This is an optimization exercise on Yosys and OpenROAD, whose aim is small area, not a production implementation.
In this exercise RTL edits were held to simulation tests only and were not proved equivalent to the original.
The clock port is modelled as an ideal driver, which makes a skipped or thinned clock tree look cheaper than it is; a real chip needs a root buffer or a tree.
Power is estimated from default activity; no workload was simulated.

==> module debouncer, before the edit <==
module debouncer(
    input clk,
    input rst,
    input PB,
    output PB_up
);
    localparam [9:0] MASK = 10'b1010101010;
    reg PB_sync_0, PB_sync_1_n, PB_state;    
    wire PB_sync_1 = ~PB_sync_1_n;
    reg [9:0] r;
    wire [9:0] c = r ^ MASK;                    
    wire PB_idle = (PB_state == PB_sync_1);
    wire clr = rst | PB_idle;
    wire low_zero = ~|c[8:0];
    wire PB_cnt_max = c[9] & low_zero;
    wire fb = c[9] ^ c[6] ^ low_zero;
    always @(posedge clk) begin
        PB_sync_0 <= ~(rst | PB);
        PB_sync_1_n <= rst | ~PB_sync_0;
        r <= {~(r[8] & ~clr), ~(r[7] | clr), ~(r[6] & ~clr), ~(r[5] | clr), ~(r[4] & ~clr),
              ~(r[3] | clr), ~(r[2] & ~clr), ~(r[1] | clr), ~(r[0] & ~clr), fb & ~clr};
        if (rst)
            PB_state <= 1'b0;
        else if (PB_cnt_max)
            PB_state <= PB_sync_1;
    end
    assign PB_up = PB_cnt_max & PB_state & ~PB_sync_1;
endmodule
export LEC_CHECK = 0
export CAP_MARGIN = 20
export CORE_MARGIN = 2
export CORE_UTILIZATION = 80
export SLEW_MARGIN = 20
create_clock -name core_clock -period 10.0 [get_ports {clk}]
standard.sh (not shown) runs the stock make flow with config.mk's settings and CLKGATE_MAP_FILE= SYNTH_SCRIPT=/design/flow/synth_recipe.tcl, a recipe that flattens the netlist after the stock synthesis.
==> flow/flow/run.sh <==
#!/bin/bash
# Own layout flow: the standard ORFS flow (config.mk, make targets up to finish) with
#  - the standard synthesis script (synth_recipe.tcl) run unchanged, except that the
#    combinational logic is mapped with an area-oriented ABC script (flow/abc_area.script,
#    via flow/synth.tcl) and adders are left to ABC (no separate half/full-adder extraction);
#  - every port buffered, with the smallest buffer (buf_1);
#  - a two-level inverter clock tree built by flow/clock_tree.tcl (PRE_CTS_TCL hook) in
#    place of TritonCTS: one root inverter, six leaf inverters, each flip-flop two
#    inverters from the clock port.
# make's output goes to make.log and write_def's to write_def.log in this folder;
# ORFS's per-step logs are in orfs/logs/.
set -euo pipefail
W=$(pwd)
export BUFFER_PORTS_ARGS="-buffer_cell sky130_fd_sc_hd__buf_1"
KNOBS=()
while IFS= read -r line; do
  k=${line#export }; k=${k%% =*}; v=${line#*= }
  KNOBS+=("$k=$v")
done < <(grep -E '^export (CORE_UTILIZATION|CORE_MARGIN|CAP_MARGIN|SLEW_MARGIN|PLACE_DENSITY|DIE_AREA|CORE_AREA|CORE_ASPECT_RATIO) ' config.mk || true)
export PRE_CTS_TCL="$W/flow/clock_tree.tcl"
export OWN_CTS_ROOT=sky130_fd_sc_hd__clkinv_8 OWN_CTS_LEAF=sky130_fd_sc_hd__inv_8 OWN_CTS_GROUPS=6
make -C "$FLOW_HOME" DESIGN_CONFIG="$W/config.mk" WORK_HOME="$W/orfs" CLKGATE_MAP_FILE= \
  ADDER_MAP_FILE= SYNTH_SCRIPT="$W/flow/synth.tcl" "${KNOBS[@]}" finish > "$W/make.log" 2>&1
R="$W/orfs/results/${FLOW_PLATFORM}/top_module/base"
: # left out here: write the final layout as DEF
Other scripts of this flow, unchanged in this note and not shown: flow/flow/abc_area.script, flow/flow/clock_tree.tcl, flow/flow/synth.tcl
Rerun with:
--- a/flow/design.v
+++ b/flow/design.v
@@ -190,8 +190,7 @@
     output PB_up
 );
     localparam [9:0] MASK = 10'b1010101010;
-    reg PB_sync_0, PB_sync_1_n, PB_state;    
-    wire PB_sync_1 = ~PB_sync_1_n;
+    reg PB_sync_0, PB_sync_1, PB_state;
     reg [9:0] r;
     wire [9:0] c = r ^ MASK;                    
     wire PB_idle = (PB_state == PB_sync_1);
@@ -201,7 +200,7 @@
     wire fb = c[9] ^ c[6] ^ low_zero;
     always @(posedge clk) begin
         PB_sync_0 <= ~(rst | PB);
-        PB_sync_1_n <= rst | ~PB_sync_0;
+        PB_sync_1 <= ~rst & PB_sync_0;
         r <= {~(r[8] & ~clr), ~(r[7] | clr), ~(r[6] & ~clr), ~(r[5] | clr), ~(r[4] & ~clr),
               ~(r[3] | clr), ~(r[2] & ~clr), ~(r[1] | clr), ~(r[0] & ~clr), fb & ~clr};
         if (rst)
The new run finished with timing, DRC and antenna clean.
Via count rises by 3.1%.
Maximum frequency falls by 1.6%.
Die area rises by 0.53%.
Clock power barely changes.
Design area rises by 0.59%.
Hold slack gains 0.012 ns.
Wire length rises by 3.9%.
Utilization rises by 0.50 points.
Register-to-register slack loses 0.40 ns.
Total power falls by 0.42%.
Clock skew hardly moves.
Global-route usage rises by 0.47 points.
Worst setup slack loses 0.066 ns.
No run of this note takes its clock network from TritonCTS; it comes from the design's own scripts or RTL.


== run F ==
Another version of the RTL of top_module (not shown whole).
Size in the first run: about 32 I/O pins, ~4600 µm² of cells after synthesis.
==> module debouncer, before the edit <==
module debouncer(
    input clk,
    input rst,
    input PB,
    output PB_up
);
    localparam [9:0] MASK = 10'b1010101010;
    reg PB_sync_0, PB_sync_1, PB_state;
    reg [9:0] r;
    wire [9:0] c = r ^ MASK;                    
    wire PB_idle = (PB_state == PB_sync_1);
    wire clr = rst | PB_idle;
    wire low_zero = ~|c[8:0];
    wire PB_cnt_max = c[9] & low_zero;
    wire fb = c[9] ^ c[6] ^ low_zero;
    always @(posedge clk) begin
        PB_sync_0 <= ~(rst | PB);
        PB_sync_1 <= ~rst & PB_sync_0;
        r <= {~(r[8] & ~clr), ~(r[7] | clr), ~(r[6] & ~clr), ~(r[5] | clr), ~(r[4] & ~clr),
              ~(r[3] | clr), ~(r[2] & ~clr), ~(r[1] | clr), ~(r[0] & ~clr), fb & ~clr};
        if (rst)
            PB_state <= 1'b0;
        else if (PB_cnt_max)
            PB_state <= PB_sync_1;
    end
    assign PB_up = PB_cnt_max & PB_state & ~PB_sync_1;
endmodule
export LEC_CHECK = 0
export CAP_MARGIN = 20
export CORE_MARGIN = 2
export CORE_UTILIZATION = 40
export CTS_BUF_LIST = sky130_fd_sc_hd__clkbuf_4
export SLEW_MARGIN = 20
create_clock -name core_clock -period 10.0 [get_ports {clk}]
==> flow/flow/run.sh <==
#!/bin/bash
# Own layout flow: the standard ORFS flow with
#  - the standard synthesis script (synth_recipe.tcl) run unchanged, except that the
#    combinational logic is mapped with an area-oriented ABC script (flow/abc_area.script)
#    and adders are left to ABC (no separate half/full-adder extraction);
#  - ports buffered with the smallest buffer (buf_1);
#  - clock tree built without dummy loads, from the buffers in CTS_BUF_LIST.
# Each tool's output goes to make.log / write_def.log here, and ORFS's per-step logs
# to orfs/logs/.
set -euo pipefail
W=$(pwd)
export BUFFER_PORTS_ARGS="-buffer_cell sky130_fd_sc_hd__buf_1"
KNOBS=()
while IFS= read -r line; do
  k=${line#export }; k=${k%% =*}; v=${line#*= }
  KNOBS+=("$k=$v")
done < <(grep -E '^export (CORE_UTILIZATION|CORE_MARGIN|CAP_MARGIN|SLEW_MARGIN|PLACE_DENSITY|DIE_AREA|CORE_AREA|CORE_ASPECT_RATIO|CTS_BUF_LIST|CTS_CLUSTER_SIZE|CTS_CLUSTER_DIAMETER) ' config.mk || true)
cfg() { grep -E "^export $1 = " config.mk | head -n 1 | sed -e "s/^export $1 = //" || true; }
CTS_BUFS=$(cfg CTS_BUF_LIST); CTS_BUFS=${CTS_BUFS:-sky130_fd_sc_hd__clkbuf_4}
CTS_SIZE=$(cfg CTS_CLUSTER_SIZE); CTS_SIZE=${CTS_SIZE:-30}
CTS_DIAM=$(cfg CTS_CLUSTER_DIAMETER); CTS_DIAM=${CTS_DIAM:-100}
CTS_ROOT=""
ROOT_ARG=""; [ -n "$CTS_ROOT" ] && ROOT_ARG="-root_buf $CTS_ROOT"
export CTS_ARGS="$ROOT_ARG -sink_clustering_enable -repair_clock_nets -buf_list {$CTS_BUFS} -sink_clustering_size $CTS_SIZE -sink_clustering_max_diameter $CTS_DIAM -dont_use_dummy_load"
make -C "$FLOW_HOME" DESIGN_CONFIG="$W/config.mk" WORK_HOME="$W/orfs" CLKGATE_MAP_FILE= \
  ADDER_MAP_FILE= SYNTH_SCRIPT="$W/flow/synth.tcl" "${KNOBS[@]}" finish > "$W/make.log" 2>&1
R="$W/orfs/results/${FLOW_PLATFORM}/top_module/base"
: # left out here: write the final layout as DEF
==> flow/flow/abc_area.script <==
strash
dc2
&get -n
&dch -f
&nf -R 1000
&put
strash
dc2
&get -n
&dch -f
&nf -R 1000
&put
topo
==> flow/flow/synth.tcl <==
# The standard synthesis script, with ABC's mapping script replaced by an area one.
set own_abc_script [file join [file dirname [info script]] abc_area.script]
proc abc {args} {
  global own_abc_script
  set i [lsearch -exact $args -script]
  if {$i >= 0} { set args [lreplace $args $i [expr {$i + 1}] -script $own_abc_script] }
  yosys abc {*}$args
}
source [file join [file dirname [info script]] .. synth_recipe.tcl]
diff inputs: run F => run D
--- a/flow/design.v
+++ b/flow/design.v
@@ -203,22 +203,21 @@
     input rst,
     input PB,
     output PB_up
 );
-    localparam [9:0] MASK = 10'b1010101010;
     reg PB_sync_0, PB_sync_1, PB_state;
-    reg [9:0] r;
-    wire [9:0] c = r ^ MASK;                    
+    reg [9:0] PB_cnt;
     wire PB_idle = (PB_state == PB_sync_1);
-    wire clr = rst | PB_idle;
-    wire low_zero = ~|c[8:0];
-    wire PB_cnt_max = c[9] & low_zero;
-    wire fb = c[9] ^ c[6] ^ low_zero;
+    wire low_zero = ~|PB_cnt[8:0];
+    wire PB_cnt_max = PB_cnt[9] & low_zero;
+    wire fb = PB_cnt[9] ^ PB_cnt[6] ^ low_zero;
     always @(posedge clk) begin
         PB_sync_0 <= ~(rst | PB);
         PB_sync_1 <= ~rst & PB_sync_0;
-        r <= {~(r[8] & ~clr), ~(r[7] | clr), ~(r[6] & ~clr), ~(r[5] | clr), ~(r[4] & ~clr),
-              ~(r[3] | clr), ~(r[2] & ~clr), ~(r[1] | clr), ~(r[0] & ~clr), fb & ~clr};
+        if (rst | PB_idle)
+            PB_cnt <= 10'd0;
+        else
+            PB_cnt <= {PB_cnt[8:0], fb};
         if (rst)
             PB_state <= 1'b0;
         else if (PB_cnt_max)
             PB_state <= PB_sync_1;
Notes after the runs:
- The post-synthesis cell area in run D sits 31 µm² above the value recorded for run F.
- Comparing run D against run F, there is no change at all in count of unresolved DRC violations after routing.
- Taking run F as the reference point, the worst hold slack of run D rises by 24 ps.
- The die width in run D sits 0.33% above the value recorded for run F.
- Between run F and run D, the buffers plus inverters on the worst setup path does not differ in any meaningful way.
- Relative to run F, worst-case reg-to-reg path depth has gone up in run D.
- Power share of the clock group, run D and run F: higher on run F
- In run D, the global-route usage came out 0.45 points below the value in run F.
- Against run F, run D comes in 16 lower on final cell count.

## afterwards: timing with drivers on the ports
The results above use ideal ports. As a check the final layouts listed here were re-extracted and re-timed, cells and wires unchanged. Step 1: set_driving_cell puts a clkbuf_16 on clk and a buf_2 on each other input, an assumption about the parent block. Step 2 adds t to the input delays and takes it off the output delays; t is the mean of the earliest and latest rising clock arrival at the registers after step 1. Input paths then give back, and output paths get back, about the clock's delay inside the block. Slacks: ideal / step 1 / step 2; pairs: ideal / step 1.
run	shift t [ns]	setup slack, ns	worst setup path after step 2	clock arrival spread, ns	worst slew at a driven data input, ns
the first run of note 1	0.300	6.032 / 5.984 / 5.804	input to register	0.014 / 0.014	0.03
the second run of note 1	0.296	5.966 / 5.919 / 6.216	register to output	0.011 / 0.011	0.04
run F	0.524	5.733 / 5.700 / 6.225	register to output	0.030 / 0.029	0.04
run D	0.516	5.724 / 5.692 / 6.209	register to output	0.031 / 0.031	0.06
After both steps setup and hold are still met in every run listed. The setup slack of the first run of note 1, which loses most, moves by -0.048 ns with the drivers and by -0.228 ns with both steps.
